What follows belongs to an exercise in optimizing a design on an open flow for small area, a short achievable clock period and few clock cycles per item; a production flow would make more cautious choices. Where RTL was checked, it was by simulation tests only, not by an equivalence proof against the original. Only the layout flow was run in runs 7 and 8; the RTL was not checked for function there. Power figures rest on the tool's default switching activity, not on a simulated workload.

**design/flow/config.mk**
```make
export PLATFORM = sky130hd
export DESIGN_NAME = div
export DESIGN_NICKNAME = div
export VERILOG_FILES = /design/flow/design.v
export SDC_FILE = /design/flow/constraint.sdc
export NUM_CORES = 4
export LEC_CHECK = 0
export CAP_MARGIN = 20
export CORE_MARGIN = 2
export CORE_UTILIZATION = 40
export PLACE_DENSITY = 0.6
export SETUP_SLACK_MARGIN = 2
export SLEW_MARGIN = 20
export SYNTH_HIERARCHICAL = 1
```
**design/flow/constraint.sdc**
```tcl
create_clock -name core_clock -period 6.0 [get_ports {clk}]
set_input_delay 1.2000 -clock core_clock [delete_from_list [all_inputs] [get_ports {clk}]]
set_output_delay 1.2000 -clock core_clock [all_outputs]
set_load 0.01 [all_outputs]
```
**design/flow/design.v**
```verilog
/*verilator lint_off DECLFILENAME*/
module exe_log2_plus_one
(
    input [31:0] in,
    output [5:0] out
);
    wire [7:0] v;
    wire [1:0] p [0:7];
    genvar g;
    generate
        for (g = 0; g < 8; g = g + 1) begin : nib
            wire [3:0] x = in[4*g+3:4*g];
            assign v[g] = |x;
            assign p[g] = x[3] ? 2'd3 : x[2] ? 2'd2 : x[1] ? 2'd1 : 2'd0;
        end
    endgenerate
    wire [2:0] k = v[7] ? 3'd7 : v[6] ? 3'd6 : v[5] ? 3'd5 : v[4] ? 3'd4 :
                   v[3] ? 3'd3 : v[2] ? 3'd2 : v[1] ? 3'd1 : 3'd0;
    assign out = (|v) ? {1'b0, k, p[k]} : 6'b111111;
endmodule
module exe_add_pfx #(parameter W = 32, parameter L = 5)
(
    input  [W-1:0] a,
    input  [W-1:0] b,
    input          ci,
    output [W-1:0] s,
    output         co
);
    wire [W-1:0] g [0:L];
    wire [W-1:0] p [0:L];
    assign g[0] = a & b;
    assign p[0] = a ^ b;
    genvar i, j;
    generate
        for (i = 0; i < L; i = i + 1) begin : lvl
            for (j = 0; j < W; j = j + 1) begin : bt
                if (j & (1 << i)) begin : blk
                    localparam integer K = ((j >> i) << i) - 1;
                    assign g[i+1][j] = g[i][j] | (p[i][j] & g[i][K]);
                    assign p[i+1][j] = p[i][j] & p[i][K];
                end else begin : pass
                    assign g[i+1][j] = g[i][j];
                    assign p[i+1][j] = p[i][j];
                end
            end
        end
    endgenerate
    wire [W:0] c;
    assign c[0] = ci;
    generate
        for (j = 1; j <= W; j = j + 1) begin : cy
            assign c[j] = g[L][j-1] | (p[L][j-1] & ci);
        end
    endgenerate
    assign s  = p[0] ^ c[W-1:0];
    assign co = c[W];
endmodule
module exe_neg_pfx #(parameter W = 32, parameter L = 5)
(
    input  [W-1:0] x,
    output [W-1:0] y
);
    wire [W-1:0] o [0:L];
    assign o[0] = x;
    genvar i, j;
    generate
        for (i = 0; i < L; i = i + 1) begin : lvl
            for (j = 0; j < W; j = j + 1) begin : bt
                if (j & (1 << i)) begin : blk
                    localparam integer K = ((j >> i) << i) - 1;
                    assign o[i+1][j] = o[i][j] | o[i][K];
                end else begin : pass
                    assign o[i+1][j] = o[i][j];
                end
            end
        end
    endgenerate
    assign y = x ^ {o[L][W-2:0], 1'b0};
endmodule
module exe_orup_pfx #(parameter W = 32, parameter L = 5)
(
    input  [W-1:0] x,
    output [W-1:0] y
);
    wire [W-1:0] r;
    wire [W-1:0] o;
    genvar j;
    generate
        for (j = 0; j < W; j = j + 1) begin : rv
            assign r[j] = x[W-1-j];
            assign y[j] = o[W-1-j];
        end
    endgenerate
    wire [W-1:0] n;
    exe_neg_pfx #(.W(W), .L(L)) p (.x(r), .y(n));
    assign o = r | (r ^ n);
endmodule
/*verilator lint_off DECLFILENAME*/
module div(
    input [0:0]         clk,
    input [0:0]         rstn,
    input flush_by_writeback,
    input [0:0]         div_en_in,
    input [0:0]         div_op,
    input [0:0]         div_sign,
    input [ 31:0 ]      div_sr0,
    input [ 31:0 ]      div_sr1,
    input [ 4:0 ]       div_addr_in,
    input [31:0]        div_pc_in,
    input [31:0]        div_inst_in,
    output reg [0:0]    div_en_out,
    output reg [0:0]    stall_by_div,
    output [ 31:0 ]     div_result,
    output [ 4:0 ]      div_addr_out,
    output [31:0]       div_pc_out,
    output [31:0]       div_inst_out
);
localparam PREP = 2'd0;
localparam ITER = 2'd1;
localparam NEG  = 2'd2;
reg [1:0]  phase;
reg [31:0] rem;       
reg [34:0] y;         
reg        cin;       
reg [31:0] quo;       
reg [5:0]  pa;        
reg [5:0]  pb;        
reg [4:0]  cnt;       
reg        sa_r;      
reg        qn;        
reg        sel;       
reg        neg;       
reg [4:0]  addr;
reg [31:0] pc;
reg [31:0] inst;
wire        sa = div_sign & div_sr0[31];
wire        sb = div_sign & div_sr1[31];
wire [5:0]  pa_w;
wire [5:0]  pb_w;
wire [31:0] xa = sa ? {~div_sr0[30:0], 1'b1} : div_sr0;
wire [31:0] xb = div_sr1 ^ {32{sb}};
wire        bz_w = div_sr1 == 0;
exe_log2_plus_one log2_1(xa, pa_w);
exe_log2_plus_one log2_2(xb, pb_w);
wire [31:0] ta;       
exe_orup_pfx #(.W(32), .L(5)) oa (.x(xa), .y(ta));
wire        skip = bz_w | (|(xb & ~ta));
wire [6:0]  d;
wire        d_co;
exe_add_pfx #(.W(7), .L(3)) dsub (.a({pa[5], pa}), .b(~{pb[5], pb}), .ci(1'b1), .s(d), .co(d_co));
wire [69:0] ysh = {y, {35{cin}}} << {d[5:1], 1'b0};
wire [34:0] y2 = {y[33:0], cin};
wire [31:0] t1, t2, t3;
wire [2:0]  h1, h2;
wire [3:0]  h3;
wire        c1, c2, c3;
exe_add_pfx #(.W(35), .L(6)) add1 (.a({3'b000, rem}), .b(y),  .ci(cin), .s({h1, t1}), .co(c1));
exe_add_pfx #(.W(35), .L(6)) add2 (.a({3'b000, rem}), .b(y2), .ci(cin), .s({h2, t2}), .co(c2));
wire [34:0] cs_s = {3'b000, rem} ^ y ^ y2;
wire [34:0] cs_c = ({3'b000, rem} & y) | ({3'b000, rem} & y2) | (y & y2);
exe_add_pfx #(.W(36), .L(6)) add3 (.a({1'b0, cs_s}), .b({cs_c, cin}), .ci(cin), .s({h3, t3}), .co(c3));
wire        ge1 = c1;
wire        ge2 = c2;
wire        ge3 = c3;
wire [31:0] rn  = ({32{ge3}} & t3) | ({32{ge2 & ~ge3}} & t2) |
                  ({32{ge1 & ~ge2}} & t1) | ({32{~ge1}} & rem);
wire [31:0] mag = sel ? rem : quo;
wire [31:0] nmag;
exe_neg_pfx #(.W(32), .L(5)) ng (.x(mag), .y(nmag));
assign div_result   = mag;
assign div_addr_out = addr;
assign div_pc_out   = pc;
assign div_inst_out = inst;
wire start = div_en_in & ~div_en_out;
wire fin   = (phase == NEG) || (phase == ITER && cnt == 0 && !neg);
always @(posedge clk) begin
    if (!rstn || flush_by_writeback) begin
        stall_by_div <= 0;
        div_en_out   <= 0;
    end else if (stall_by_div) begin
        if (fin) begin
            stall_by_div <= 0;
            div_en_out   <= 1;
        end
    end else begin
        stall_by_div <= start & ~skip;
        div_en_out   <= start & skip;
    end
end
always @(posedge clk) begin
    if (stall_by_div) begin
        case (phase)
            PREP: begin
                if (sa_r) rem <= nmag;
                quo   <= 0;
                y     <= ysh[69:35];
                cnt   <= d[5:1];
                neg   <= sel ? sa_r : qn;
                phase <= ITER;
            end
            ITER: begin
                rem <= rn;
                quo <= {quo[29:0], ge2, ge3 | (ge1 & ~ge2)};
                y   <= {2'b11, y[34:2]};
                cnt <= cnt - 1;
                if (cnt == 0) phase <= NEG;
            end
            default: begin
                rem <= nmag;
                quo <= {quo[29:0], ge2, ge3 | (ge1 & ~ge2)};
                y   <= {2'b11, y[34:2]};
                sel <= 1;
            end
        endcase
    end else begin
        phase <= PREP;
        rem   <= div_sr0;
        quo   <= skip ? 32'd0 : div_sr0;
        y     <= {3'b111, div_sr1 ^ {32{~sb}}};
        cin   <= ~sb;
        pa    <= pa_w;
        pb    <= pb_w;
        sa_r  <= sa;
        qn    <= sa ^ sb;
        sel   <= div_op;
        neg   <= 0;
        addr  <= div_addr_in;
        pc    <= div_pc_in;
        inst  <= div_inst_in;
    end
end
endmodule
```
**design/flow/run.sh**
```bash
#!/bin/bash
# synth_recipe.tcl (not shown) runs the flow's synth.tcl, then flattens the netlist and writes it again
# the make line also repeats each setting of config.mk as NAME=value (left out here)
make -C /OpenROAD-flow-scripts/flow DESIGN_CONFIG=/design/flow/config.mk WORK_HOME=/design/flow/orfs CLKGATE_MAP_FILE= SYNTH_SCRIPT=/design/flow/synth_recipe.tcl finish
```
==> summary.txt, run 1 <==
outcome complete, no violations; Final Non-Filler Cells 2978; footprint of the multi-input gates 13700 um2; final net count between 2000 and 3000; CP max stage cell dlygate4sd2_1; final worst setup slack 1.59 ns; Synth warnings 12; min cycle time layout 4.41 ns; Avg Cell Area, Syn 9.08 um2; I/O Buffers 241; cts hold-fix bufs 0; mapped cell area 18800 um2; gr usage total 0.275; Die Height 221 um; P per Cell Area 250 nW/um2; largest net degree at the start of global routing 110; DP Worst Slack 0.111 ns; DR vias 17800; Slew Limit Fails 0; worst skew pair latency 0.48 ns; Initial DRC Count ~1500; WP buf/inv 5; worst hold path type flop to flop; Tcrit/Tclk final 0.735; iteration count of the initial detailed-routing pass 5; CP Cell Sequence dlygate4sd2_1 -> a21oi_1 -> nor3b_4 -> nand4_4 -> buf_6 -> nor4_4 -> xnor2_1 -> or2_1 -> o22ai_2 -> nor4_4 -> or3b_4 -> o31ai_4 -> nor4_4 -> buf_6 -> buf_12 -> buf_16 -> a22o_1; CP Data Required Time 6.36 ns; number of max-cap violations 0; setup_tns 0 ns; Lkg Pwr 9.30 nW; crit path kind input port to flop; Worst EP arrival 4.78 ns; root buffer selected by CTS clkbuf_16; Crit path largest cell delay approximately 0.48 ns; Inserted Clock Buffers 17; final RePlAce weighted congestion 0.937; # fillers 4349; Post-DP HPWL about 52000 um; Hold Vio Cnt, Final 0; initial antenna violation count 0; CTS tree built; worst hold margin roughly 0.48 ns; Final setup viols 0; global-route congestion overflow total 0; vias per inst between 5 and 6; worst-margin pin slew ~0.99 ns; Peak VDD IR 192 uV; reg2reg end rem[2]$_DFFE_PP_; Die ar. 48700 um2; Initial Util 0.404; H-tree Lvls 4; layout cells sized above 1 0.193; FF-to-FF setup slack 1.79 ns; Antenna Diode Count 0; Routed Antenna Nets 0; FF/Latch Area 5170 um2; crit-path max FO 8; WHS Endpoint quo[13]$_DFF_P_; critical path startpoint category input port; vias in the first global route between 15000 and 20000; Worst R2R Start rem[1]$_DFFE_PP_; reg2reg path depth 15; clk sinks between 150 and 200; row count just under 80; total power 6.06 mW; Hold Path Depth 1; first-pass GRT wire length 102000 um; Max-slew headroom 0.341; core area 46500 um2; clock buffer depth 2; clock slew at reported path FFs ~0.080 ns; DRC 0; fmax 227 MHz; IO Pins 242; RSZ-0062 raised after global routing true; Die Width 221 um; CP endpoint kind flop; hold path start quo[11]$_DFF_P_; per-cell routed wire length ~23 um; Top cell by count, worst path nor4_4; Top Family by Delay on Critical Path simple AND/OR/NAND/NOR gates; synthesized netlist cell count 2069; drt total wl between 60000 and 70000 um; Placed Cells incl. Taps around 2900; synth-to-layout area growth 29.0%; Max Clock Skew 0.0229 ns
-- cell type report --
type                    instances  area share
clock buffers                  17      0.0176
well taps                     607      0.0313
inverters                     100      0.0163
multi-input cells            1689       0.564
clock inverters                15     0.00831
flip-flops and latches        194       0.213
repair buffers                356       0.149
-- metrics by stage --
stage,util,area [um2]
2_1_floorplan,-,19100
3_3_place_gp,0.481,22300
3_5_place_dp,0.481,22300
4_1_cts,0.514,23900
5_1_grt,0.521,24200
6_report,0.521,24200
-- layer usage --
layer	global-route usage	routed length [um]	vias up
met4	0.0751	1610	0
met2	0.454	32500	718
li1	-	-	8293
met5	0.00202	0	-
met3	0.0536	5220	122
met1	0.367	29500	8703
-- report_power, final --
part / switching [mW] / total, mW / leakage (nW) / internal [mW]
combinational: 1.79 / 3.19 / 7.13 / 1.40
sequential: 0.126 / 1.62 / 1.87 / 1.49
clock: 0.639 / 1.25 / 0.302 / 0.612
-- cells in the final DEF (no fill, tap or decap), types with 16 or more instances in the layout --
cell and n:
a211oi_1 17, a21o_1 52, a21oi_1 153, a21oi_2 20
a22o_1 33, a22oi_2 34, a311oi_2 16, buf_4 80
buf_6 18, clkbuf_16 17, clkdlybuf4s50_1 222, dfxtp_1 46
dfxtp_2 16, edfxtp_1 123, fa_1 35, ha_1 120
inv_1 94, mux2_2 43, mux2i_1 33, mux4_2 20
nand2_1 87, nand3_1 31, nand4_1 22, nor2_1 228
nor2b_1 60, nor3_1 30, nor4_1 19, nor4_2 16
o211ai_1 18, o21a_1 21, o21ai_0 73, o21bai_1 17
o22ai_1 21, or2_1 31, xnor2_1 113, xor2_1 40
-- worst max path at each step --
stage / start / endpoint / slack [ns] / cells past startpoint
2_1_floorplan: div_sr0[31] / quo[23]$_DFF_P_ / 1.69 / 19
3_3_place_gp: div_sr0[31] / stall_by_div$_SDFF_PP0_ / 0.31 / 16
3_5_place_dp: div_sr0[31] / quo[23]$_DFF_P_ / 0.11 / 17
4_1_cts: div_sr0[31] / quo[2]$_DFF_P_ / 1.54 / 24
5_1_grt: div_sr0[31] / quo[2]$_DFF_P_ / 1.39 / 25
6_report: div_sr0[27] / quo[2]$_DFF_P_ / 1.59 / 17
-- timing repair --
action / 4_1_cts / 5_1_grt
resized for setup: 129 / 54
cloned: 9 / 0
pin swaps: 46 / 36
setup endpoints to repair: 78 / 68
buffers inserted: 36 / 19
-- registers in the layout, indices dropped and copies added (netlist names) --
name and count:
inst 32, phase 2, rem 32, pa 6, cnt 5, neg 1, pc 32, cin 1
stall_by_div 1, sel 1, sa_r 1, pb 6, qn 1, quo 32, y 35, addr 5
div_en_out 1
Testbench counts, summed over its fixed seeds: cycles 83,215, items 12,000.
==> inputs of run 2 (changes only) <==
--- a/design/flow/config.mk
+++ b/design/flow/config.mk
@@ -13,2 +13 @@
 export SLEW_MARGIN = 20
-export SYNTH_HIERARCHICAL = 1
==> run 2 against run 1 <==
Net effect:
- still clean on timing, DRC and antenna
- fmax increased by 13%
- setup slack improved by 0.49 ns
- global-route usage increased by 1.6 points
- final cell count decreased by 9.8%
- worst hold slack got worse by 0.0049 ns
- sequential cell count unchanged
- clock power decreased by 5%
- non-clock buffer count decreased by 62
- wire length decreased by 4.1%
- register-to-register slack improved by 0.30 ns
- critical endpoint is now div_result[29]
- largest cell class unchanged
- highest routed layer unchanged
==> summary.txt, run 2 <==
Worst EP arrival 2.72 ns (-2.06 ns); root buffer selected by CTS clkbuf_16; most frequent cells in the layout clkdlybuf4s50_1 (240), nand2_1 (176), a21oi_1 (163); mapped cell area 16900 um2 (-10%); CTS tree built; met2 WL 29600 um (-9.0%); Synth area leader edfxtp_1; DRC 0 (unchanged); Crit path largest cell delay 0.57 ns (+0.09 ns); first-pass GRT wire length 97300 um (-4.9%); RSZ-0062 raised after global routing true; Antenna Diode Count 0 (unchanged); clk sinks 194 (unchanged); worst hold margin 0.478 ns (-0.00491 ns); row count 75 (-5.1%); final RePlAce weighted congestion 0.985 (+5.1%); commonest non-fill, non-tap cell in the layout clkdlybuf4s50_1; Peak VDD IR 214 uV (+11%); per-cell routed wire length 24.6 um (+6.4%); crit path kind flop to output pin; Avg Cell Area, Syn 8.81 um2 (-3.0%); WP buf/inv 4 (-1); Inserted Clock Buffers 17 (unchanged); outcome complete, no violations; Routed Antenna Nets 0 (unchanged); clock buffer depth 2 (unchanged); Hold Vio Cnt, Final 0 (unchanged); Area contributors post-synth edfxtp_1 (22%), ha_1 (8.6%), dfxtp_1 (8.4%), xnor2_1 (5.2%), a21oi_1 (4.9%); Sequential Power Share 0.265 (-0.002); Initial DRC Count 1491 (-3.4%); worst-margin pin slew 1.11 ns (+0.117 ns); Final setup viols 0 (unchanged); Sw Ratio 0.461 (+0.0401); I/O Buffers 241 (unchanged); core area 41800 um2 (-10%); H-tree Lvls 4 (unchanged); DR WL met3 5790 um (+11%); Area after DPL 19900 um2 (-11%); worst skew pair latency 0.48 ns (about the same); max FFs per register 35 (unchanged); hold path start quo[26]$_DFF_P_; DR vias 16600 (-6.9%); Initial Util 0.404 (about the same); fmax 255 MHz (+13%); Die Height 209 um (-5.1%); combinational power share 0.561 (+0.035); top cells by instance count after synthesis nand2_1 (176), a21oi_1 (165), o21ai_0 (137), nor2_1 (125), edfxtp_1 (123); P_sw 3.15 mW (+23%); Core Util, Final 0.501 (-0.0206); Max Clock Skew 0.0126 ns (-0.0102 ns); drt total wl 66100 um (-4.1%); synthesized netlist cell count 1916 (-7.4%); min cycle time layout 3.92 ns (-0.493 ns); footprint of the multi-input gates 11400 um2 (-16%); largest net degree at the start of global routing 55 (-50%); CP endpoint kind output pin; Max-slew headroom 0.261 (-0.0797); Slew Limit Fails 0 (unchanged); internal power 3.68 mW (+4.9%); Post-synth ARST share 0; final net count 2421 (-9.0%); Setup crit start sel$_SDFFCE_PP1N_; Die Width 209 um (-5.1%); Die ar. 43800 um2 (-10%); CP Cell Sequence buf_12 -> buf_4 -> mux2i_1 -> inv_1 -> clkdlybuf4s50_1; Highest Signal Layer met4; P per Cell Area 326 nW/um2 (+31%); critical path startpoint category flop; Seq/Total Area, Yosys 0.303; library cells used by synthesis 81; Top Family by Delay on Critical Path buffers and inverters; CP Data Required Time 4.80 ns (-1.56 ns); cts hold-fix bufs 0 (unchanged); Tcrit/Tclk final 0.653 (-0.0822); EDFF count, synth roughly 120; FF/Latch Area 5140 um2 (-0.48%); Synth warnings 6 (-6); most numerous cell in the Yosys netlist nand2_1; setup_tns 0 ns (unchanged); Worst R2R Start rem[7]$_DFFE_PP_; initial antenna violation count 1 (+1); Lkg Pwr 8.06 nW (-13%); crit-path max FO 28 (+20); Reg with most FFs y; fin area 20900 um2 (-14%); vias in the first global route 15800 (-7.8%); worst hold path type flop to flop; number of max-cap violations 0 (unchanged); top cell type's share of synthesized area 0.219; gr usage total 0.292 (+0.0163); FF+latch count, synth 194; Clock Power Share 0.175 (-0.032); clock slew at reported path FFs 0.09 ns (about the same); Synth Flop Type edfxtp_1; synth-to-layout area growth 24.0%; vias per inst 6.18 (+3.2%); global-route congestion overflow total 0 (unchanged); Post-DP HPWL 49600 um (-4.2%); # fillers 4014 (-7.7%); IO Pins 242 (unchanged); layout cells sized above 1 0.0937 (-0.0995); M1 WL 27900 um (-5.3%); CP max stage cell clkdlybuf4s50_1; iteration count of the initial detailed-routing pass 8 (+3)
==> run 2: final cells by class <==
class,count,share of cell area
inverter,58,0.0109
sequential,194,0.246
clock inverter,14,0.00760
clock buffer,18,0.0205
timing repair buffer,294,0.137
multi-input combinational,1568,0.546
tap,539,0.0322
==> run 2: path summary, 6_finish.rpt <==
| check | cells past startpoint | slack [ns] | endpoint |
|---|---|---|---|
| worst max-delay path | 5 | 2.08 | div_result[29] |
| worst min-delay path | 1 | 0.48 | quo[28]$_DFF_P_ |
| worst max register to register | 12 | 2.09 | rem[8]$_DFFE_PP_ |
| worst min register to register | 1 | 0.48 | quo[28]$_DFF_P_ |
==> run 2: per-layer routing <==
metal	up-vias	global-route usage
met5	-	0
met4	0	0.116
met3	132	0.0596
met2	843	0.459
met1	7950	0.393
li1	7674	-
==> run 2: repair_timing <==
item                                    4_1_cts  5_1_grt
buffers inserted                              6       15
hold endpoints to repair                      0        0
gates cloned                                  0        2
resized for setup                            24       52
endpoints found under the setup margin       93       73
pin swaps                                     4        7
==> run 2: through the flow <==
step,total power [mW],worst slack [ns],std cells
detailed placement,5.43,1.18,2630
floorplan,4.25,2.02,1916
global route,7.25,1.98,2685
global placement,5.39,1.28,2630
finish,6.83,2.08,2685
CTS,6.66,1.95,2668
==> run 2: kinds of logic after synthesis <==
group | after synthesis | share of synthesized area
multiplexers | 87 | 0.0546
XOR/XNOR | 151 | 0.0784
buffers and inverters | 156 | 0.0367
adder cells (fa/ha/maj) | 149 | 0.125
flip-flops | 194 | 0.303
AO/OA/AOI/OAI | 654 | 0.253
AND/OR/NAND/NOR | 525 | 0.149
==> run 2: power groups by stage <==
stage          combinational (mW)  sequential [mW]  clock (mW)
2_1_floorplan                2.50             1.74           0
3_3_place_gp                 3.56             1.83           0
3_5_place_dp                 3.59             1.83           0
4_1_cts                      3.65             1.80        1.21
5_1_grt                      4.16             1.82        1.27
6_report                     3.83             1.81        1.19
==> inputs of run 3 (changes only) <==
--- a/design/flow/config.mk
+++ b/design/flow/config.mk
@@ -7,3 +7,3 @@
 export LEC_CHECK = 0
-export CAP_MARGIN = 20
+export CAP_MARGIN = 5
 export CORE_MARGIN = 2
@@ -12,2 +12,3 @@
 export SETUP_SLACK_MARGIN = 2
-export SLEW_MARGIN = 20
+export SLEW_MARGIN = 5
+export TNS_END_PERCENT = 5
==> run 3 against run 2 <==
Net effect:
- utilization decreased by 0.53 points
- via count decreased by 0.16%
- final cell count down 0.45%
- first-iteration DRC count is 2.6% higher
- setup slack got worse by 0.15 ns
- clock skew hardly changed
- sequential power barely moved
- critical path type is now flop to flop
- still clean
- design area down 1.1%
- wire length shrank 0.37%
- largest cell class unchanged
- die area unchanged
- highest routed layer unchanged
==> summary.txt, run 3 <==
outcome complete, no violations; synthesized netlist cell count 1916 (unchanged); Seq/Total Area, Yosys 0.303 (unchanged); Avg Cell Area, Syn 8.81 um2 (unchanged); drt total wl 65800 um (-0.37%); reg2reg path depth 13 (+1); FF/Latch Area 5120 um2 (-0.41%); Routed Antenna Nets 0 (unchanged); Worst EP arrival 4.28 ns (+1.56 ns); clk sinks 194 (unchanged); Max Clock Skew 0.0122 ns (-0.000452 ns); # fillers 3996 (-0.45%); FF-to-FF setup slack 1.94 ns (-0.15 ns); first-pass GRT wire length 97200 um (-0.13%); clock buffer depth 2 (unchanged); GRT Max-Usage Layer met2; cts hold-fix bufs 0 (unchanged); gr usage total 0.292 (about the same); CTS tree built; vias per inst 6.20 (+0.29%); top cells by instance count after synthesis nand2_1 (176), a21oi_1 (165), o21ai_0 (137), nor2_1 (125), edfxtp_1 (123); worst-margin pin slew 1.13 ns (+0.0204 ns); Area contributors post-synth edfxtp_1 (22%), ha_1 (8.6%), dfxtp_1 (8.4%), xnor2_1 (5.2%), a21oi_1 (4.9%); final RePlAce weighted congestion 0.985 (unchanged); Die ar. 43800 um2 (unchanged); worst hold path type flop to flop; Lkg Pwr 7.98 nW (-1.0%); global-route congestion overflow total 0 (unchanged); I/O Buffers 241 (unchanged); CP Cell Sequence fa_1 -> ha_1 -> nand2_1 -> nor2_1 -> a211oi_1 -> o211ai_1 -> a21oi_2 -> or2_2 -> o31ai_4 -> buf_6 -> a221o_1 -> a221oi_1 -> nor2_1; DRC 0 (unchanged); crit path kind flop to flop; min cycle time layout 4.06 ns (+0.146 ns); Initial Util 0.404 (unchanged); number of max-cap violations 0 (unchanged); met1 global-route usage 0.393 (about the same); Hold Path Depth 1 (unchanged); P per Cell Area 326 nW/um2 (-0.19%); Final setup viols 0 (unchanged); Crit path largest cell delay 0.73 ns (+0.16 ns); Area after DPL 19900 um2 (unchanged); Initial DRC Count 1530 (+2.6%); root buffer selected by CTS clkbuf_16; mapped cell area 16900 um2 (unchanged); worst skew pair latency 0.48 ns (about the same); Die Height 209 um (unchanged); critical path startpoint category flop; Top cell by count, worst path nor2_1; Die Width 209 um (unchanged); core area 41800 um2 (unchanged); most numerous cell in the Yosys netlist nand2_1; CP max stage cell dfxtp_1; Synth area leader edfxtp_1; crit-path max FO 32 (+14%); Slew Limit Fails 0 (unchanged); DR vias 16600 (-0.16%); vias in the first global route 15800 (-0.063%); Synth warnings 6 (unchanged); fin area 20700 um2 (-1.1%); clock slew at reported path FFs 0.08 ns (about the same); setup_tns 0 ns (unchanged); layout cells sized above 1 0.0745 (-0.0192); row count 75 (unchanged); Post-synth ARST share 0 (unchanged); hold path start quo[1]$_DFF_P_; FF+latch count, synth 194 (unchanged); EDFF count, synth 123 (unchanged); per-cell routed wire length 24.6 um (about the same); Tcrit/Tclk final 0.677 (+0.0243); max FFs per register 35 (unchanged); footprint of the multi-input gates 11300 um2 (-0.81%); Peak VDD IR 218 uV (+2.0%); iteration count of the initial detailed-routing pass 9 (+1); Synth Flop Type edfxtp_1; Hold Vio Cnt, Final 0 (unchanged); fmax 246 MHz (-3.6%); initial antenna violation count 1 (unchanged); WHS Endpoint quo[3]$_DFF_P_; IO Pins 242 (unchanged); worst hold margin 0.480 ns (+0.00229 ns); Inserted Clock Buffers 17 (unchanged); met3 Track Usage GR 0.0597 (+0.000150); synth-to-layout area growth 22.7%; most frequent cells in the layout clkdlybuf4s50_1 (239), nand2_1 (176), a21oi_1 (164); Worst R2R Start y[18]$_DFF_P_; commonest non-fill, non-tap cell in the layout clkdlybuf4s50_1; Max-slew headroom 0.248 (-0.0137); final net count 2409 (-0.50%); H-tree Lvls 4 (unchanged); CP Data Required Time 6.22 ns (+1.42 ns); library cells used by synthesis 81 (unchanged); reg2reg end rem[20]$_DFFE_PP_; largest net degree at the start of global routing 55 (unchanged); Reg with most FFs y; RSZ-0062 raised after global routing true; Global Route met2 Usage 0.458 (-0.00126); Post-DP HPWL 49600 um (unchanged); CP endpoint kind flop; top cell type's share of synthesized area 0.219 (unchanged); Antenna Diode Count 0 (unchanged)
run 3: cell types whose count changed in the layout (fill, tap and decap cells not counted), moves of 3 or more:
cell and change:
buf_8 -3, buf_4 -10, a221oi_1 +5, dfxtp_1 +17, dfxtp_2 -17, a221oi_2 -5
run 3: critical path: cells and delay by family, from the launching register on:
| family | cells | cell delay (ns) |
|---|---|---|
| AOI/OAI and AO/OA | 6 | 1.52 |
| adders and majority gates | 2 | 0.89 |
| buffers and inverters | 1 | 0.22 |
| DFF | 1 | 0.73 |
| and+or+nand+nor | 4 | 0.41 |
run 3: power by group:
part           internal (mW)  leakage [nW]  total, mW  switching (mW)
clock                  0.560         0.288       1.19           0.627
combinational           1.51          5.84       3.75            2.24
sequential              1.56          1.86       1.80           0.237
total                   3.64          7.98       6.74            3.11
run 3: area by class of cell:
cell class | count | share of cell area
clock buffers | 18 | 0.0207
multi-input cells | 1567 | 0.547
repair buffers | 283 | 0.133
flip-flops and latches | 194 | 0.248
clock inverters | 14 | 0.00768
well taps | 539 | 0.0326
inverters | 58 | 0.0110
run 3: metal layers:
metal / vias to the layer above / share of wire
li1: 7644 / -
met1: 7967 / 0.43
met2: 827 / 0.44
met3: 134 / 0.084
met4: 0 / 0.041
met5: - / 0
run 3: logic make-up (layout without fill, tap and decap cells):
group | count (synthesis) | after routing | share of synthesized area
and+or+nand+nor | 525 | 526 | 0.149
DFF | 194 | 194 | 0.303
AOI/OAI and AO/OA | 654 | 654 | 0.253
adders and majority gates | 149 | 149 | 0.125
xor gates and xnor gates | 151 | 151 | 0.0784
muxes | 87 | 87 | 0.0546
buffers and inverters | 156 | 373 | 0.0367
run 3: worst max path at each step:
stage / start / end / cells after the start
after floorplan: sel$_SDFFCE_PP1N_ / rem[31]$_DFFE_PP_ / 18
after global placement: div_sign[0] / quo[24]$_DFF_P_ / 13
after detailed placement: div_sign[0] / pa[0]$_SDFFCE_PP1N_ / 12
after CTS: y[3]$_DFF_P_ / rem[23]$_DFFE_PP_ / 11
after global routing: y[18]$_DFF_P_ / rem[10]$_DFFE_PP_ / 13
final: y[18]$_DFF_P_ / rem[20]$_DFFE_PP_ / 13
run 3: per-stage QoR:
stage          worst slack [ns]   util  std cells  power [mW]
6_report                   1.94  0.496       2673        6.74
3_3_place_gp               1.28  0.476       2630        5.39
2_1_floorplan              2.02      -       1916        4.25
4_1_cts                    1.93  0.493       2667        6.66
5_1_grt                    1.76  0.496       2673        7.16
3_5_place_dp               1.18  0.476       2630        5.43
run 3: timing repair:
action / in CTS / in global routing
setup endpoints to repair: 93 / 81
pin swaps: 1 / 4
resized for setup: 19 / 20
setup buffers: 5 / 4
gates cloned: 0 / 2
==> inputs of run 4 (changes only) <==
--- a/design/flow/config.mk
+++ b/design/flow/config.mk
@@ -11,3 +11,3 @@
 export PLACE_DENSITY = 0.6
-export SETUP_SLACK_MARGIN = 2
+export SETUP_SLACK_MARGIN = 2.1
 export SLEW_MARGIN = 5
==> run 4 against run 3 <==
Net effect:
- still clean
- non-clock buffer count rose by 19
- wire length shrank 0.32%
- combinational power is 2% higher
- sequential cell count stayed put
- register-to-register slack improved by 0.06 ns
- sequential share of layout area decreased by 0.24 points
- setup slack better by 0.064 ns
- via count grew 0.33%
- fmax grew 1.6%
- first-iteration DRC count up 16%
==> summary.txt, run 4 <==
FF+latch count, synth 194 (unchanged); Hold Vio Cnt, Final 0 (unchanged); Lkg Pwr 8.10 nW (+1.5%); Synth area leader edfxtp_1; row count 75 (unchanged); CP Data Required Time 6.22 ns (about the same); Area contributors post-synth edfxtp_1 (22%), ha_1 (8.6%), dfxtp_1 (8.4%), xnor2_1 (5.2%), a21oi_1 (4.9%); worst skew pair latency 0.48 ns (about the same); Seq/Total Area, Yosys 0.303 (unchanged); final net count 2428 (+0.79%); clk sinks 194 (unchanged); DRC 0 (unchanged); commonest non-fill, non-tap cell in the layout clkdlybuf4s50_1; CTS tree built; Routed Antenna Nets 0 (unchanged); most numerous cell in the Yosys netlist nand2_1; vias in the first global route 15900 (+0.84%); layout cells sized above 1 0.0934 (+0.0189); fmax 250 MHz (+1.6%); # fillers 3904 (-2.3%); drt total wl 65600 um (-0.32%); number of max-cap violations 0 (unchanged); Hold Path Depth 2 (+1); Initial DRC Count 1773 (+16%); largest net degree at the start of global routing 59 (+7.3%); outcome complete, no violations; Sequential Power Share 0.262 (-0.005); Initial Util 0.404 (unchanged); Sw Ratio 0.457 (-0.00356); CP endpoint kind flop; crit path kind flop to flop; Max Clock Skew 0.0148 ns (+0.00263 ns); H-tree Lvls 4 (unchanged); library cells used by synthesis 81 (unchanged); synth-to-layout area growth 24.3%; per-cell routed wire length 24.4 um (-1.0%); setup_tns 0 ns (unchanged); internal power 3.71 mW (+2.0%); first-pass GRT wire length 98500 um (+1.3%); Avg Cell Area, Syn 8.81 um2 (unchanged); Synth warnings 6 (unchanged); combinational power share 0.562 (+0.005); Antenna Diode Count 0 (unchanged); clock slew at reported path FFs 0.09 ns (about the same); min cycle time layout 4.00 ns (-0.0640 ns); Inserted Clock Buffers 17 (unchanged); worst-margin pin slew 1.08 ns (-0.0484 ns); Slew Limit Fails 0 (unchanged); final RePlAce weighted congestion 0.971 (-1.4%); top cell type's share of synthesized area 0.219 (unchanged); Die ar. 43800 um2 (unchanged); Final setup viols 0 (unchanged); Die Height 209 um (unchanged); Post-DP HPWL 49800 um (+0.43%); vias per inst 6.18 (-0.38%); critical path startpoint category flop; Reg with most FFs y; FF/Latch Area 5140 um2 (+0.34%); iteration count of the initial detailed-routing pass 8 (-1); P_sw 3.12 mW (+0.57%); root buffer selected by CTS clkbuf_16; DP Worst Slack 1.04 ns (-0.135 ns); Peak VDD IR 200 uV (-8.4%); worst hold path type flop to flop; IO Pins 242 (unchanged); crit-path max FO 35 (+9.4%); I/O Buffers 241 (unchanged); EDFF count, synth 123 (unchanged); synthesized netlist cell count 1916 (unchanged); Tcrit/Tclk final 0.667 (-0.0107); global-route congestion overflow total 0 (unchanged); Die Width 209 um (unchanged); DR vias 16600 (+0.33%); reg2reg path depth 13 (unchanged); P per Cell Area 326 nW/um2 (about the same); RSZ-0062 raised after global routing true; Post-synth ARST share 0 (unchanged); mapped cell area 16900 um2 (unchanged); gr usage total 0.295 (+0.00310); footprint of the multi-input gates 11400 um2 (+0.67%); final worst setup slack 2.00 ns (+0.0640 ns); Placed Cells incl. Taps 2634 (+0.15%); top cells by instance count after synthesis nand2_1 (176), a21oi_1 (165), o21ai_0 (137), nor2_1 (125), edfxtp_1 (123); Synth Flop Type edfxtp_1; Max-slew headroom 0.280 (+0.0323); clock buffer depth 2 (unchanged); Worst EP arrival 4.22 ns (-0.06 ns); Final Non-Filler Cells 2692 (+0.71%); most frequent cells in the layout clkdlybuf4s50_1 (241), nand2_1 (176), a21oi_1 (164); core area 41800 um2 (unchanged); initial antenna violation count 2 (+1); Clock Power Share 0.176 (about the same); max FFs per register 35 (unchanged)
==> run 4: cell count changes in the layout (fill, tap and decap cells not counted), sizes merged <==
| cell | before | now |
|---|---|---|
| buf | 41 | 61 |
| clkbuf | 19 | 17 |
| clkdlybuf4s50 | 239 | 241 |
| dlymetal6s2s | 2 | 0 |
| clkinv | 7 | 8 |
==> run 4: what timing repair did <==
action                     in CTS  in global routing
hold buffers                    0                  0
hold endpoints to repair        0                  0
resized for setup              43                 22
gates cloned                    1                  0
setup endpoints to repair      77                 81
buffers inserted               16                  9
pin swaps                       7                  9
==> run 4: cell type report <==
cell class / instances / share of cell area
sequential: 194 / 0.245
clock inverter: 15 / 0.00877
inverter: 58 / 0.0109
timing repair buffer: 302 / 0.139
clock buffer: 17 / 0.0203
multi-input combinational: 1567 / 0.543
tap: 539 / 0.0322
==> run 4: metrics by stage <==
stage	instance area (um2)	hold WS [ns]	util	total power, mW
3_3_place_gp	19900	0.453	0.477	5.41
3_5_place_dp	19900	0.471	0.477	5.44
2_1_floorplan	16900	0.426	-	4.25
5_1_grt	21000	0.507	0.502	7.23
6_report	21000	0.484	0.502	6.83
4_1_cts	20800	0.485	0.498	6.76
==> run 4: kinds of logic (layout without fill, tap and decap cells) <==
group	Yosys count	in the layout	synth area share
DFF	194	194	0.303
AOI/OAI and AO/OA	654	654	0.253
xor gates and xnor gates	151	151	0.0784
muxes	87	87	0.0546
buffers and inverters	156	392	0.0367
adders and majority gates	149	149	0.125
and+or+nand+nor	525	526	0.149
==> run 4: layer usage <==
metal	track usage	vias up	routed length (um)
li1	-	7675	-
met1	0.407	7918	28200
met2	0.456	886	29000
met3	0.0569	144	5780
met4	0.113	4	2540
met5	0	-	25
==> run 4: worst paths after layout <==
kind / from / endpoint / slack [ns]
min: neg$_SDFFE_PN0P_ / neg$_SDFFE_PN0P_ / 0.48
max: y[0]$_DFF_P_ / rem[16]$_DFFE_PP_ / 2.00
max reg2reg: y[0]$_DFF_P_ / rem[16]$_DFFE_PP_ / 2.00
min reg2reg: neg$_SDFFE_PN0P_ / neg$_SDFFE_PN0P_ / 0.48
==> run 4: power by group through the flow <==
stage / Sequential, mW / Combinational, mW / Clock [mW]
2_1_floorplan: 1.74 / 2.51 / 0
3_3_place_gp: 1.81 / 3.60 / 0
3_5_place_dp: 1.81 / 3.62 / 0
4_1_cts: 1.78 / 3.75 / 1.22
5_1_grt: 1.80 / 4.17 / 1.26
6_report: 1.79 / 3.84 / 1.21
==> run 4: worst max-delay path: stages, from the launching register on <==
cell and delay (ns):
dfxtp_1 0.30, buf_4 0.18, ha_1 0.37, a211oi_1 0.28, nor2_1 0.11, a21oi_1 0.38, nand2_1 0.24, a22oi_1 0.28
o21ai_0 0.26, a32oi_2 0.22, buf_6 0.37, nor2_4 0.23, a221oi_1 0.39, a21oi_1 0.11
==> inputs of run 5 (changes only) <==
--- a/design/flow/config.mk
+++ b/design/flow/config.mk
@@ -10,5 +10,5 @@
 export CORE_UTILIZATION = 40
+export GPL_ROUTABILITY_DRIVEN = 0
 export PLACE_DENSITY = 0.6
-export SETUP_SLACK_MARGIN = 2.1
+export SETUP_SLACK_MARGIN = 2
 export SLEW_MARGIN = 5
-export TNS_END_PERCENT = 5
==> run 5 against run 4 <==
Net effect:
- still clean on timing, DRC and antenna
- sequential cell count stayed put
- utilization is 0.099 points lower
- setup slack better by 0.11 ns
- largest power group unchanged
==> summary.txt, run 5 <==
synth-to-layout area growth 24.1%; Peak VDD IR 219 uV (+9.3%); Die Width 209 um (unchanged); M1 WL 26400 um (-6.3%); Worst EP arrival 4.22 ns (about the same); per-cell routed wire length 23.7 um (-2.6%); Initial DRC Count 2018 (+14%); Synth area leader edfxtp_1; Initial Util 0.404 (unchanged); DR WL met3 6410 um (+11%); top cell type's share of synthesized area 0.219 (unchanged); DP Worst Slack 1.38 ns (+0.339 ns); library cells used by synthesis 81 (unchanged); clk sinks 194 (unchanged); clock buffer depth 2 (unchanged); gr usage total 0.285 (-0.00920); Synth warnings 6 (unchanged); I/O Buffers 241 (unchanged); Final setup viols 0 (unchanged); mapped cell area 16900 um2 (unchanged); Max-slew headroom 0.252 (-0.0282); commonest non-fill, non-tap cell in the layout clkdlybuf4s50_1; Routed Antenna Nets 0 (unchanged); Die ar. 43800 um2 (unchanged); Post-synth ARST share 0 (unchanged); vias in the first global route 15900 (+0.057%); clock slew at reported path FFs 0.08 ns (about the same); P per Cell Area 324 nW/um2 (-0.47%); RSZ-0062 raised after global routing true; met2 WL 28000 um (-3.4%); global-route congestion overflow total 0 (unchanged); Area contributors post-synth edfxtp_1 (22%), ha_1 (8.6%), dfxtp_1 (8.4%), xnor2_1 (5.2%), a21oi_1 (4.9%); Lkg Pwr 8.08 nW (-0.22%); Synth Flop Type edfxtp_1; iteration count of the initial detailed-routing pass 6 (-2); row count 75 (unchanged); first-pass GRT wire length 96100 um (-2.4%); root buffer selected by CTS clkbuf_16; CP Data Required Time 6.32 ns (+0.10 ns); outcome complete, no violations; max FFs per register 35 (unchanged); Max Clock Skew 0.0161 ns (+0.00124 ns); FF/Latch Area 5150 um2 (+0.15%); footprint of the multi-input gates 11400 um2 (-0.27%); IO Pins 242 (unchanged); synthesized netlist cell count 1916 (unchanged); DRC 0 (unchanged); Slew Limit Fails 0 (unchanged); Inserted Clock Buffers 17 (unchanged); worst-margin pin slew 1.12 ns (+0.0449 ns); crit path kind flop to flop; final worst setup slack 2.10 ns (+0.105 ns); final net count 2427 (-0.041%); Reg with most FFs y; min cycle time layout 3.90 ns (-0.105 ns); critical path startpoint category flop; core area 41800 um2 (unchanged); largest net degree at the start of global routing 86 (+46%); EDFF count, synth 123 (unchanged); fmax 257 MHz (+2.7%); Tcrit/Tclk final 0.649 (-0.0175); layout cells sized above 1 0.0939 (+0.000508); FF+latch count, synth 194 (unchanged); CTS tree built; Hold Vio Cnt, Final 0 (unchanged); crit-path max FO 32 (-8.6%); vias per inst 6.21 (+0.58%); Die Height 209 um (unchanged); drt total wl 63900 um (-2.6%); Avg Cell Area, Syn 8.81 um2 (unchanged); number of max-cap violations 0 (unchanged); setup_tns 0 ns (unchanged); Post-DP HPWL 48600 um (-2.3%); H-tree Lvls 4 (unchanged); most numerous cell in the Yosys netlist nand2_1; most frequent cells in the layout clkdlybuf4s50_1 (239), nand2_1 (176), a21oi_1 (163); top cells by instance count after synthesis nand2_1 (176), a21oi_1 (165), o21ai_0 (137), nor2_1 (125), edfxtp_1 (123); # fillers 3918 (+0.36%); Highest Signal Layer met5; Seq/Total Area, Yosys 0.303 (unchanged); total power 6.79 mW (-0.66%); DR vias 16700 (+0.58%); CP endpoint kind flop; worst skew pair latency 0.49 ns (about the same); cts hold-fix bufs 0 (unchanged); worst hold path type flop to flop; initial antenna violation count 2 (unchanged)
[run 5: cell counts after synthesis]
No cell type changed its count.
[run 5: per-layer routing]
layer / vias up / GRT usage
met5: - / 0
met4: 2 / 0.133
met3: 163 / 0.0663
met2: 943 / 0.437
met1: 7942 / 0.382
li1: 7674 / -
[run 5: layout make-up]
type | count | area share
inverters | 58 | 0.0106
clock buffers | 19 | 0.0216
repair buffers | 301 | 0.139
well taps | 539 | 0.0322
multi-input cells | 1567 | 0.543
diodes | 1 | 0.000120
flip-flops and latches | 194 | 0.246
clock inverters | 13 | 0.00759
[run 5: critical path: stages (launching register included)]
cell       delay, ns
edfxtp_1        0.46
buf_4           0.22
ha_1            0.34
nor2b_1         0.17
o2111ai_1       0.18
a21o_1          0.25
a21bo_2         0.29
a211oi_2        0.36
o21ai_0         0.13
o21ai_0         0.31
nor2b_2         0.22
buf_6           0.32
o311ai_1        0.25
a31oi_1         0.22
[run 5: cell families after synthesis]
| logic type | share of synthesized area |
|---|---|
| mux | 0.0546 |
| xor+xnor | 0.0784 |
| compound gates | 0.253 |
| fa+ha+maj | 0.125 |
| buf+inv | 0.0367 |
| simple gates | 0.149 |
| flops | 0.303 |
[run 5: what timing repair did]
action	in CTS	in global routing
gates cloned	0	1
resized for setup	24	42
setup endpoints to repair	88	77
setup buffers	5	24
pin swaps	1	12
[run 5: worst paths after layout]
check,start,endpoint,slack (ns),cells after the start
hold / removal,quo[0]$_DFF_P_,quo[2]$_DFF_P_,0.48,1
hold reg to reg,quo[0]$_DFF_P_,quo[2]$_DFF_P_,0.48,1
setup reg to reg,cin$_DFFE_PN_,rem[28]$_DFFE_PP_,2.10,13
setup / recovery,cin$_DFFE_PN_,rem[28]$_DFFE_PP_,2.10,13
[run 5: report_power, final]
group	internal (mW)	switching, mW	total [mW]
combinational	1.55	2.24	3.79
clock	0.584	0.620	1.20
sequential	1.57	0.227	1.80
total	3.70	3.09	6.79
[run 5: metrics by stage]
step                hold slack (ns)  utilization  area (um2)  instances
floorplan                     0.426            -       16900       1916
global placement              0.456        0.476       19900       2629
detailed placement            0.457        0.476       19900       2629
CTS                           0.478        0.493       20600       2666
global route                  0.492        0.501       20900       2691
finish                        0.480        0.501       20900       2692
==> inputs of run 6 (changes only) <==
--- a/design/flow/config.mk
+++ b/design/flow/config.mk
@@ -10,3 +10,2 @@
 export CORE_UTILIZATION = 40
-export GPL_ROUTABILITY_DRIVEN = 0
 export PLACE_DENSITY = 0.6
==> run 6 against run 5 <==
Net effect:
- still clean on timing, DRC and antenna
- die area unchanged
- non-clock buffer count down 10
- clock-buffer cell count down 1
- fmax down 0.72%
- first-iteration DRC count down 29%
- setup slack worse by 0.028 ns
- total power up 0.47%
- utilization down 0.11 points
- clock skew down 0.00088 ns
- via count down 0.57%
- critical path type is now flop to output pin
- largest cell class unchanged
- largest power group unchanged
==> summary.txt, run 6 <==
outcome complete, no violations; Max Clock Skew 0.0152 ns (-0.000884 ns); Post-DP HPWL 49600 um (+2.0%); Reg with most FFs y; Synth area leader edfxtp_1; min cycle time layout 3.92 ns (+0.0283 ns); Final setup viols 0 (unchanged); setup_tns 0 ns (unchanged); Initial Util 0.404 (unchanged); largest net degree at the start of global routing 55 (-36%); fmax 255 MHz (-0.72%); Crit path largest cell delay 0.57 ns (+0.11 ns); clk sinks 194 (unchanged); Antenna Diode Count 0 (-1); Post-synth ARST share 0 (unchanged); synth-to-layout area growth 23.8%; global-route congestion overflow total 0 (unchanged); RSZ-0062 raised after global routing true; clock slew at reported path FFs 0.09 ns (about the same); Worst EP arrival 2.72 ns (-1.50 ns); worst-margin pin slew 1.14 ns (+0.0143 ns); total power 6.82 mW (+0.47%); DR WL met3 5790 um (-9.6%); vias per inst 6.20 (-0.16%); Lkg Pwr 8.05 nW (-0.42%); EDFF count, synth 123 (unchanged); Slew Limit Fails 0 (unchanged); Initial DRC Count 1426 (-29%); footprint of the multi-input gates 11400 um2 (+0.25%); most frequent cells in the layout clkdlybuf4s50_1 (239), nand2_1 (176), a21oi_1 (163); drt total wl 66100 um (+3.4%); Area after DPL 19900 um2 (about the same); Die Height 209 um (unchanged); Synth warnings 6 (unchanged); DR vias 16600 (-0.57%); worst skew pair latency 0.48 ns (about the same); per-cell routed wire length 24.7 um (+3.9%); Compound-Gate Fraction of Synth Area 0.253 (unchanged); Die Width 209 um (unchanged); Avg Cell Area, Syn 8.81 um2 (unchanged); CP Cell Sequence buf_12 -> buf_4 -> mux2i_1 -> inv_1 -> clkdlybuf4s50_1; top cell type's share of synthesized area 0.219 (unchanged); most numerous cell in the Yosys netlist nand2_1; final RePlAce weighted congestion 0.985; row count 75 (unchanged); Peak VDD IR 214 uV (-2.1%); # fillers 4010 (+2.3%); IO Pins 242 (unchanged); Inserted Clock Buffers 17 (unchanged); I/O Buffers 241 (unchanged); crit path kind flop to output pin; Adder-Cell Fraction of Synth Area 0.125 (unchanged); final net count 2417 (-0.41%); Seq/Total Area, Yosys 0.303 (unchanged); worst hold path type flop to flop; number of max-cap violations 0 (unchanged); first-pass GRT wire length 97300 um (+1.2%); synthesized netlist cell count 1916 (unchanged); CTS tree built; library cells used by synthesis 81 (unchanged); top cells by instance count after synthesis nand2_1 (176), a21oi_1 (165), o21ai_0 (137), nor2_1 (125), edfxtp_1 (123); crit-path max FO 28 (-13%); FF+latch count, synth 194 (unchanged); post-synthesis xor/xnor area fraction 0.0784 (unchanged); initial antenna violation count 1 (-1); Post-Synth Simple-Gate Area 0.149 (unchanged); iteration count of the initial detailed-routing pass 6 (unchanged); fin area 20900 um2 (-0.22%); Routed Antenna Nets 0 (unchanged); CP Data Required Time 4.80 ns (-1.52 ns); Synth Flop Type edfxtp_1; DRC 0 (unchanged); critical path startpoint category flop; M1 WL 28100 um (+6.3%); CP max stage cell clkdlybuf4s50_1; P per Cell Area 327 nW/um2 (+0.70%); Highest Signal Layer met4; multiplexer share of the synthesized area 0.0546 (unchanged); CP endpoint kind output pin; Max-slew headroom 0.240 (-0.0114); vias in the first global route 15800 (-0.83%); FF/Latch Area 5140 um2 (about the same); gr usage total 0.292 (+0.00633); max FFs per register 35 (unchanged); final worst setup slack 2.08 ns (-0.0283 ns); Tcrit/Tclk final 0.654 (+0.00472); layout cells sized above 1 0.0906 (-0.00330); core area 41800 um2 (unchanged); clock buffer depth 2 (unchanged); Area contributors post-synth edfxtp_1 (22%), ha_1 (8.6%), dfxtp_1 (8.4%), xnor2_1 (5.2%), a21oi_1 (4.9%); commonest non-fill, non-tap cell in the layout clkdlybuf4s50_1; Die ar. 43800 um2 (unchanged); met2 WL 29300 um (+4.5%); worst hold margin 0.481 ns (+0.000858 ns); Hold Vio Cnt, Final 0 (unchanged); H-tree Lvls 4 (unchanged); root buffer selected by CTS clkbuf_16; mapped cell area 16900 um2 (unchanged); DP Worst Slack 1.18 ns (-0.204 ns); main combinational cell family by area after synthesis compound AO/OA/AOI/OAI gates
[run 6: cell counts after synthesis]
No cell type changed its count.
[run 6: where the power goes]
part,total (mW),switching [mW],internal [mW]
Combinational,3.82,2.27,1.55
Clock,1.19,0.633,0.561
Sequential,1.81,0.238,1.57
[run 6: final timing paths]
path / startpoint / endpoint / slack, ns / cells past startpoint
max: sel$_SDFFCE_PP1N_ / div_result[29] / 2.08 / 5
min: quo[1]$_DFF_P_ / quo[3]$_DFF_P_ / 0.48 / 1
max reg2reg: rem[7]$_DFFE_PP_ / rem[20]$_DFFE_PP_ / 2.08 / 12
min reg2reg: quo[1]$_DFF_P_ / quo[3]$_DFF_P_ / 0.48 / 1
[run 6: through the flow]
step | utilization | cells
3_5_place_dp | 0.476 | 2630
2_1_floorplan | - | 1916
4_1_cts | 0.493 | 2668
5_1_grt | 0.500 | 2681
6_report | 0.500 | 2681
3_3_place_gp | 0.476 | 2630
[run 6: layer usage]
metal | vias up | GRT usage
li1 | 7664 | -
met4 | 0 | 0.116
met5 | - | 0
met1 | 7926 | 0.393
met2 | 892 | 0.459
met3 | 147 | 0.0596
[run 6: kinds of logic after synthesis]
logic type               after synthesis
AO/OA/AOI/OAI                        654
XOR/XNOR                             151
adder cells (fa/ha/maj)              149
buffers and inverters                156
flip-flops                           194
multiplexers                          87
AND/OR/NAND/NOR                      525
[run 6: worst max-delay path: cells and delay by family (launching register included)]
| family | cells | cell delay [ns] |
|---|---|---|
| buffers and inverters | 4 | 1.25 |
| DFF | 1 | 0.54 |
| muxes | 1 | 0.42 |
[run 6: cell type report]
type | count | area share
clock inverters | 14 | 0.00761
clock buffers | 18 | 0.0205
multi-input cells | 1567 | 0.546
inverters | 58 | 0.0109
repair buffers | 291 | 0.137
flip-flops and latches | 194 | 0.246
well taps | 539 | 0.0323
[run 6: timing repair]
item / 4_1_cts / 5_1_grt
gates cloned: 0 / 2
pin swaps: 4 / 8
buffers inserted: 6 / 11
gates resized for setup: 24 / 50
hold buffers: 0 / 0
endpoints found under the hold margin: 0 / 0
endpoints found under the setup margin: 93 / 79
==> inputs of run 7 (changes only) <==
--- a/design/flow/design.v
+++ b/design/flow/design.v
@@ -193,3 +193,3 @@
             PREP: begin
-                if (sa_r) rem <= nmag;
+                rem   <= sa_r ? nmag : mag;
                 quo   <= 0;
==> run 7 against run 6 <==
Net effect:
- critical endpoint is now rem[31]$_DFF_P_
- clock power hardly changed
- highest routed layer unchanged
- sequential cell count did not move
- largest power group unchanged
- clock skew is essentially flat
- clock-buffer cell count is 2 higher
- sequential share of layout area shrank 2.0 points
- synthesized cell count rose by 6.4%
- design area is 2.5% higher
- die area up 3.3%
- total power up 8.4%
==> summary.txt, run 7 <==
fmax 253 MHz (-0.68%); Post-DP HPWL 55300 um (+12%); iteration count of the initial detailed-routing pass 6 (unchanged); final net count 2528 (+4.6%); synthesized netlist cell count 2038 (+6.4%); Final setup viols 0 (unchanged); first-pass GRT wire length 107000 um (+9.6%); core area 43100 um2 (+3.2%); RSZ-0062 raised after global routing true; Post-Synth Simple-Gate Area 0.161 (+0.0119); Die Height 213 um (+1.6%); vias per inst 6.30 (+1.6%); clock buffer depth 2 (unchanged); Final Non-Filler Cells 2839 (+5.9%); Tcrit/Tclk final 0.659 (+0.00448); most numerous cell in the Yosys netlist a21oi_1; critical path startpoint category flop; per-cell routed wire length 25.8 um (+4.6%); met1 global-route usage 0.402 (+0.00917); Synth Flop Type dfxtp_1; Die Width 213 um (+1.6%); mapped cell area 17400 um2 (+3.3%); GRT Max-Usage Layer met2; outcome complete, no violations; CP endpoint kind flop; Core Util, Final 0.497 (-0.00310); Seq/Total Area, Yosys 0.275 (-0.0281); multiplexer share of the synthesized area 0.0641 (+0.00951); Max Clock Skew 0.0156 ns (+0.000440 ns); Synth area leader edfxtp_1; Synth warnings 6 (unchanged); FF+latch count, synth 194 (unchanged); largest net degree at the start of global routing 79 (+44%); EDFF count, synth 91 (-26%); worst hold margin 0.467 ns (-0.0140 ns); Lkg Pwr 8.15 nW (+1.2%); Compound-Gate Fraction of Synth Area 0.279 (+0.0262); Area contributors post-synth edfxtp_1 (16%), dfxtp_1 (12%), ha_1 (8.3%), a21oi_1 (4.8%), xnor2_1 (4.2%); synth-to-layout area growth 22.8%; DP Worst Slack 1.03 ns (-0.150 ns); min cycle time layout 3.95 ns (+0.0269 ns); top cell type's share of synthesized area 0.157 (-0.0622); final worst setup slack 2.05 ns (-0.0269 ns); CP Data Required Time 6.39 ns (+1.59 ns); worst hold path type flop to flop; row count 76 (+1.3%); Adder-Cell Fraction of Synth Area 0.120 (-0.00517); IO Pins 242 (unchanged); gr usage total 0.317 (+0.0255); worst skew pair latency 0.49 ns (about the same); most frequent cells in the layout clkdlybuf4s50_1 (239), a21oi_1 (166), nand2_1 (156); Antenna Diode Count 0 (unchanged); Hold Vio Cnt, Final 0 (unchanged); max FFs per register 35 (unchanged); Inserted Clock Buffers 17 (unchanged); Peak VDD IR 215 uV (+0.53%); CTS tree built; initial antenna violation count 1 (unchanged); global-route congestion overflow total 0 (unchanged); Global Route met2 Usage 0.511 (+0.0516); I/O Buffers 241 (unchanged); vias in the first global route 17300 (+9.7%); Post-synth ARST share 0 (unchanged); cts hold-fix bufs 0 (unchanged); fin area 21400 um2 (+2.5%); P per Cell Area 345 nW/um2 (+5.7%); Placed Cells incl. Taps 2788 (+6.0%); library cells used by synthesis 93 (+15%); Area after DPL 20400 um2 (+2.7%); Initial Util 0.405 (+0.000654); worst-margin pin slew 1.08 ns (-0.0600 ns); Slew Limit Fails 0 (unchanged); Worst EP arrival 4.34 ns (+1.62 ns); H-tree Lvls 4 (unchanged); DRC 0 (unchanged); DR vias 17900 (+7.6%); setup_tns 0 ns (unchanged); clk sinks 194 (unchanged); crit-path max FO 29 (+3.6%); commonest non-fill, non-tap cell in the layout clkdlybuf4s50_1; crit path kind flop to flop; Reg with most FFs y; number of max-cap violations 0 (unchanged); Max-slew headroom 0.264 (+0.0232); clock slew at reported path FFs 0.08 ns (about the same); Avg Cell Area, Syn 8.55 um2 (-2.9%); root buffer selected by CTS clkbuf_16; Die ar. 45300 um2 (+3.3%); Initial DRC Count 1818 (+27%); layout cells sized above 1 0.0932 (+0.00260); Routed Antenna Nets 0 (unchanged); met3 Track Usage GR 0.0546 (-0.00499); top cells by instance count after synthesis a21oi_1 (167), nand2_1 (156), nor2_1 (147), o21ai_0 (133), ha_1 (116); post-synthesis xor/xnor area fraction 0.0603 (-0.0181); drt total wl 73200 um (+11%); total power 7.39 mW (+8.4%); main combinational cell family by area after synthesis compound AO/OA/AOI/OAI gates; final RePlAce weighted congestion 0.999 (+1.4%)
-- run 7: cell type report --
class                      count  area [um2]
fill                        4067       21700
timing repair buffer         292        2850
inverter                      65         249
clock inverter                12         126
sequential                   194        4840
multi-input combinational   1671       12200
tap                          585         732
clock buffer                  20         437
-- run 7: critical path, stage by stage, from the launching register on --
cell and delay (ns):
edfxtp_1 0.51, buf_6 0.31, ha_1 0.30, nor2b_1 0.16
o211ai_1 0.18, a21oi_1 0.41, o21ai_4 0.17, a2111oi_4 0.37
buf_4 0.19, o2111ai_4 0.23, a2111oi_2 0.51, a2111oi_2 0.11
buf_4 0.18, a221oi_1 0.20
-- run 7: per-layer routing --
metal / share of wire / vias up
met3: 0.082 / 192
li1: - / 8217
met4: 0.056 / 0
met1: 0.39 / 8625
met5: 0 / -
met2: 0.47 / 856
-- run 7: worst paths after layout --
| path | end | startpoint | slack (ns) | cells after the start |
|---|---|---|---|---|
| setup / recovery | rem[31]$_DFF_P_ | cin$_DFFE_PN_ | 2.05 | 13 |
| hold / removal | neg$_SDFFE_PN0P_ | neg$_SDFFE_PN0P_ | 0.47 | 2 |
| setup reg to reg | rem[31]$_DFF_P_ | cin$_DFFE_PN_ | 2.05 | 13 |
| hold reg to reg | neg$_SDFFE_PN0P_ | neg$_SDFFE_PN0P_ | 0.47 | 2 |
-- run 7: cell families after synthesis --
family,Yosys count
AOI/OAI and AO/OA,720
xor gates and xnor gates,120
adders and majority gates,148
buffers and inverters,176
DFF,194
muxes,103
and+or+nand+nor,577
-- run 7: power breakdown --
| part | switching, mW | internal (mW) | total (mW) |
|---|---|---|---|
| Clock | 0.595 | 0.581 | 1.18 |
| Combinational | 2.60 | 1.80 | 4.40 |
| Sequential | 0.280 | 1.54 | 1.82 |
| Total | 3.47 | 3.92 | 7.39 |
-- run 7: timing repair --
item	4_1_cts	5_1_grt
gates cloned	2	1
resized for setup	51	30
buffers inserted	7	9
pin swaps	4	6
endpoints found under the setup margin	73	69
==> inputs of run 8 (changes only) <==
--- a/design/flow/design.v
+++ b/design/flow/design.v
@@ -173,4 +173,7 @@
 assign div_inst_out = inst;
+wire [1:0] qd = {ge2, ge3 | (ge1 & ~ge2)};
+wire pstep = (d[5:1] == 5'd0) & ~sa_r;
 wire start = div_en_in & ~div_en_out;
-wire fin   = (phase == NEG) || (phase == ITER && cnt == 0 && !neg);
+wire fin   = (phase == NEG) || (phase == ITER && cnt == 0 && !neg) ||
+             (phase == PREP && pstep && (sel || !qn));
 always @(posedge clk) begin
@@ -193,4 +196,5 @@
             PREP: begin
-                rem   <= sa_r ? nmag : mag;
-                quo   <= 0;
+                if (pstep) rem <= rn;
+                else if (sa_r) rem <= nmag;
+                quo   <= {30'd0, qd & {2{pstep}}};
                 y     <= ysh[69:35];
@@ -198,3 +202,3 @@
                 neg   <= sel ? sa_r : qn;
-                phase <= ITER;
+                phase <= pstep ? NEG : ITER;
             end
@@ -202,3 +206,3 @@
                 rem <= rn;
-                quo <= {quo[29:0], ge2, ge3 | (ge1 & ~ge2)};
+                quo <= {quo[29:0], qd};
                 y   <= {2'b11, y[34:2]};
@@ -209,3 +213,3 @@
                 rem <= nmag;
-                quo <= {quo[29:0], ge2, ge3 | (ge1 & ~ge2)};
+                quo <= {quo[29:0], qd};
                 y   <= {2'b11, y[34:2]};
==> run 8 against run 7 <==
Net effect:
- still clean on timing, DRC and antenna
- synthesized cell count fell by 5.8%
- first-iteration DRC count down 8.0%
- sequential power hardly changed
- setup slack gained 0.014 ns
- clock power is about 10% higher
- clock-buffer cell count is 3 lower
- utilization is 0.81 points higher
- largest power group unchanged
==> summary.txt, run 8 <==
Hold Path Depth 1 (-1); synthesized netlist cell count 1919 (-5.8%); Top Family by Delay on Critical Path simple AND/OR/NAND/NOR gates; CP Cell Sequence clkdlybuf4s50_1 -> buf_4 -> nand2_8 -> inv_8 -> or4_1 -> o22ai_4 -> inv_1 -> nor2_2 -> nand4_1 -> nand2b_1 -> or3_1 -> inv_2 -> nor3_1 -> o211ai_1; P_sw 3.12 mW (-10%); Slew Limit Fails 0 (unchanged); Synth Flop Type edfxtp_1; core area 42100 um2 (-2.2%); DP Worst Slack 0.831 ns (-0.195 ns); min cycle time layout 3.94 ns (-0.0139 ns); CP endpoint kind flop; clk sinks 194 (unchanged); top cells by instance count after synthesis a21oi_1 (159), nand2_1 (149), nor2_1 (134), edfxtp_1 (123), o21ai_0 (122); per-cell routed wire length 24.7 um (-4.0%); worst-margin pin slew 0.979 ns (-0.0978 ns); DR vias 16800 (-6.3%); Worst R2R Start rem[6]$_DFFE_PP_; iteration count of the initial detailed-routing pass 5 (-1); max FFs per register 35 (unchanged); vias in the first global route 15800 (-8.6%); RSZ-0062 raised after global routing true; worst hold path type flop to flop; I/O Buffers 241 (unchanged); Die ar. 44500 um2 (-1.6%); critical path startpoint category input port; mapped cell area 17100 um2 (-1.6%); total power 7.03 mW (-4.9%); FF-to-FF setup slack 2.08 ns (+0.03 ns); IO Pins 242 (unchanged); internal power 3.91 mW (-0.34%); Initial Util 0.407 (+0.00228); row count 75 (-1.3%); Post-synth ARST share 0 (unchanged); top cell type's share of synthesized area 0.215 (+0.0586); initial antenna violation count 1 (unchanged); vias per inst 6.24 (-0.92%); Seq/Total Area, Yosys 0.298 (+0.0233); WHS Endpoint quo[22]$_DFF_P_; clock buffer depth 2 (unchanged); Die Width 211 um (-0.81%); most frequent cells in the layout clkdlybuf4s50_1 (240), a21oi_1 (155), nand2_1 (148); CP max stage cell or4_1; commonest non-fill, non-tap cell in the layout clkdlybuf4s50_1; hold path start quo[20]$_DFF_P_; clock slew at reported path FFs 0.08 ns (about the same); most numerous cell in the Yosys netlist a21oi_1; Tcrit/Tclk final 0.656 (-0.00232); Initial DRC Count 1673 (-8.0%); Die Height 211 um (-0.81%); fin area 21300 um2 (-0.60%); Sw Ratio 0.444 (-0.0257); CP Data Required Time 6.32 ns (-0.07 ns); Final setup viols 0 (unchanged); crit-path max FO 36 (+24%); global-route congestion overflow total 0 (unchanged); P per Cell Area 330 nW/um2 (-4.4%); setup_tns 0 ns (unchanged); H-tree Lvls 4 (unchanged); library cells used by synthesis 95 (+2.2%); Worst EP arrival 4.26 ns (-0.08 ns); WP buf/inv 5 (+2); Routed Antenna Nets 0 (unchanged); cts hold-fix bufs 0 (unchanged); final RePlAce weighted congestion 0.934 (-6.5%); Sequential Power Share 0.256 (+0.010); root buffer selected by CTS clkbuf_16; Synth area leader edfxtp_1; worst skew pair latency 0.48 ns (about the same); Peak VDD IR 198 uV (-8.0%); Max Clock Skew 0.0137 ns (-0.00189 ns); reg2reg path depth 11 (-2); final net count 2418 (-4.4%); drt total wl 66400 um (-9.2%); Avg Cell Area, Syn 8.94 um2 (+4.5%); Placed Cells incl. Taps 2627 (-5.8%); Reg with most FFs y; combinational power share 0.559 (-0.036); Post-DP HPWL 50400 um (-8.8%); gr usage total 0.292 (-0.0255); synth-to-layout area growth 24.1%; reg2reg end rem[8]$_DFFE_PP_; Clock Power Share 0.185 (+0.026); number of max-cap violations 0 (unchanged); Crit path largest cell delay 0.49 ns (-0.02 ns); Hold Vio Cnt, Final 0 (unchanged); CTS tree built; Inserted Clock Buffers 17 (unchanged); outcome complete, no violations; first-pass GRT wire length 98200 um (-7.9%); Area after DPL 20100 um2 (-1.7%); FF+latch count, synth 194 (unchanged); crit path kind input port to flop; layout cells sized above 1 0.101 (+0.00758); fmax 254 MHz (+0.35%); final worst setup slack 2.06 ns (+0.0139 ns); Synth warnings 6 (unchanged); Lkg Pwr 8.35 nW (+2.5%); Max-slew headroom 0.341 (+0.0769); Final Non-Filler Cells 2684 (-5.5%); DRC 0 (unchanged); EDFF count, synth 123 (+35%); Area contributors post-synth edfxtp_1 (22%), ha_1 (8.5%), dfxtp_1 (8.3%), xnor2_1 (5.6%), a21oi_1 (4.6%); largest net degree at the start of global routing 66 (-16%)
## run 8: area by class of cell
type	count	area, um2
Clock inverter	15	229
Multi-Input combinational cell	1558	11700
Fill cell	3910	20900
Tap cell	539	674
Inverter	65	259
Clock buffer	17	425
Antenna cell	1	2.50
Sequential cell	194	5150
Timing Repair Buffer	295	2880
## run 8: how the worst max path moves through the flow
stage                                 start                      end  slack [ns]  cells after the start
after floorplan           sel$_SDFFCE_PP1N_        rem[31]$_DFFE_PP_        2.05                     17
after CTS                  rem[5]$_DFFE_PP_         rem[5]$_DFFE_PP_        1.89                     12
after global routing            div_sr0[31]      pa[0]$_SDFFCE_PP1N_        1.86                     12
after global placement          div_sr0[31]  stall_by_div$_SDFF_PP0_        0.96                     14
final                           div_sr0[31]      pa[0]$_SDFFCE_PP1N_        2.06                     14
after detailed placement        div_sr0[31]  stall_by_div$_SDFF_PP0_        0.83                     14
## run 8: layer usage
layer / vias to the layer above / wire (um) / track usage
met3: 124 / 5330 / 0.0474
met4: 0 / 2680 / 0.123
met5: - / 0 / 0
li1: 7730 / - / -
met1: 8069 / 28400 / 0.403
met2: 835 / 30000 / 0.452
## run 8: cell families after synthesis
group           Yosys count  synth area share
compound gates          641             0.249
simple gates            522             0.150
flops                   194             0.298
buf+inv                 168            0.0405
fa+ha+maj               148             0.122
xor+xnor                145            0.0749
mux                     101            0.0646
## run 8: stage by stage
stage,hold WS [ns],util
after global routing,0.497,0.505
after CTS,0.478,0.497
after detailed placement,0.453,0.476
after floorplan,0.438,-
final,0.476,0.505
after global placement,0.453,0.476
## run 8: timing repair
action	4_1_cts	5_1_grt
resized for setup	54	46
buffers inserted	4	19
gates cloned	0	1
pin swaps	1	2
setup endpoints to repair	95	75
## run 8: worst register-to-register path: cells and delay by family, from the launching register on
kind / cells / cell delay, ns
buf+inv: 1 / 0.21
flops: 1 / 0.51
compound gates: 6 / 1.67
simple gates: 2 / 0.40
fa+ha+maj: 2 / 0.84
## run 8: power by group through the flow
| stage | sequential, mW | clock, mW | combinational (mW) |
|---|---|---|---|
| after detailed placement | 1.83 | 0 | 3.66 |
| after global placement | 1.83 | 0 | 3.63 |
| after global routing | 1.82 | 1.36 | 4.28 |
| final | 1.80 | 1.30 | 3.93 |
| after floorplan | 1.75 | 0 | 2.60 |
| after CTS | 1.80 | 1.32 | 3.74 |
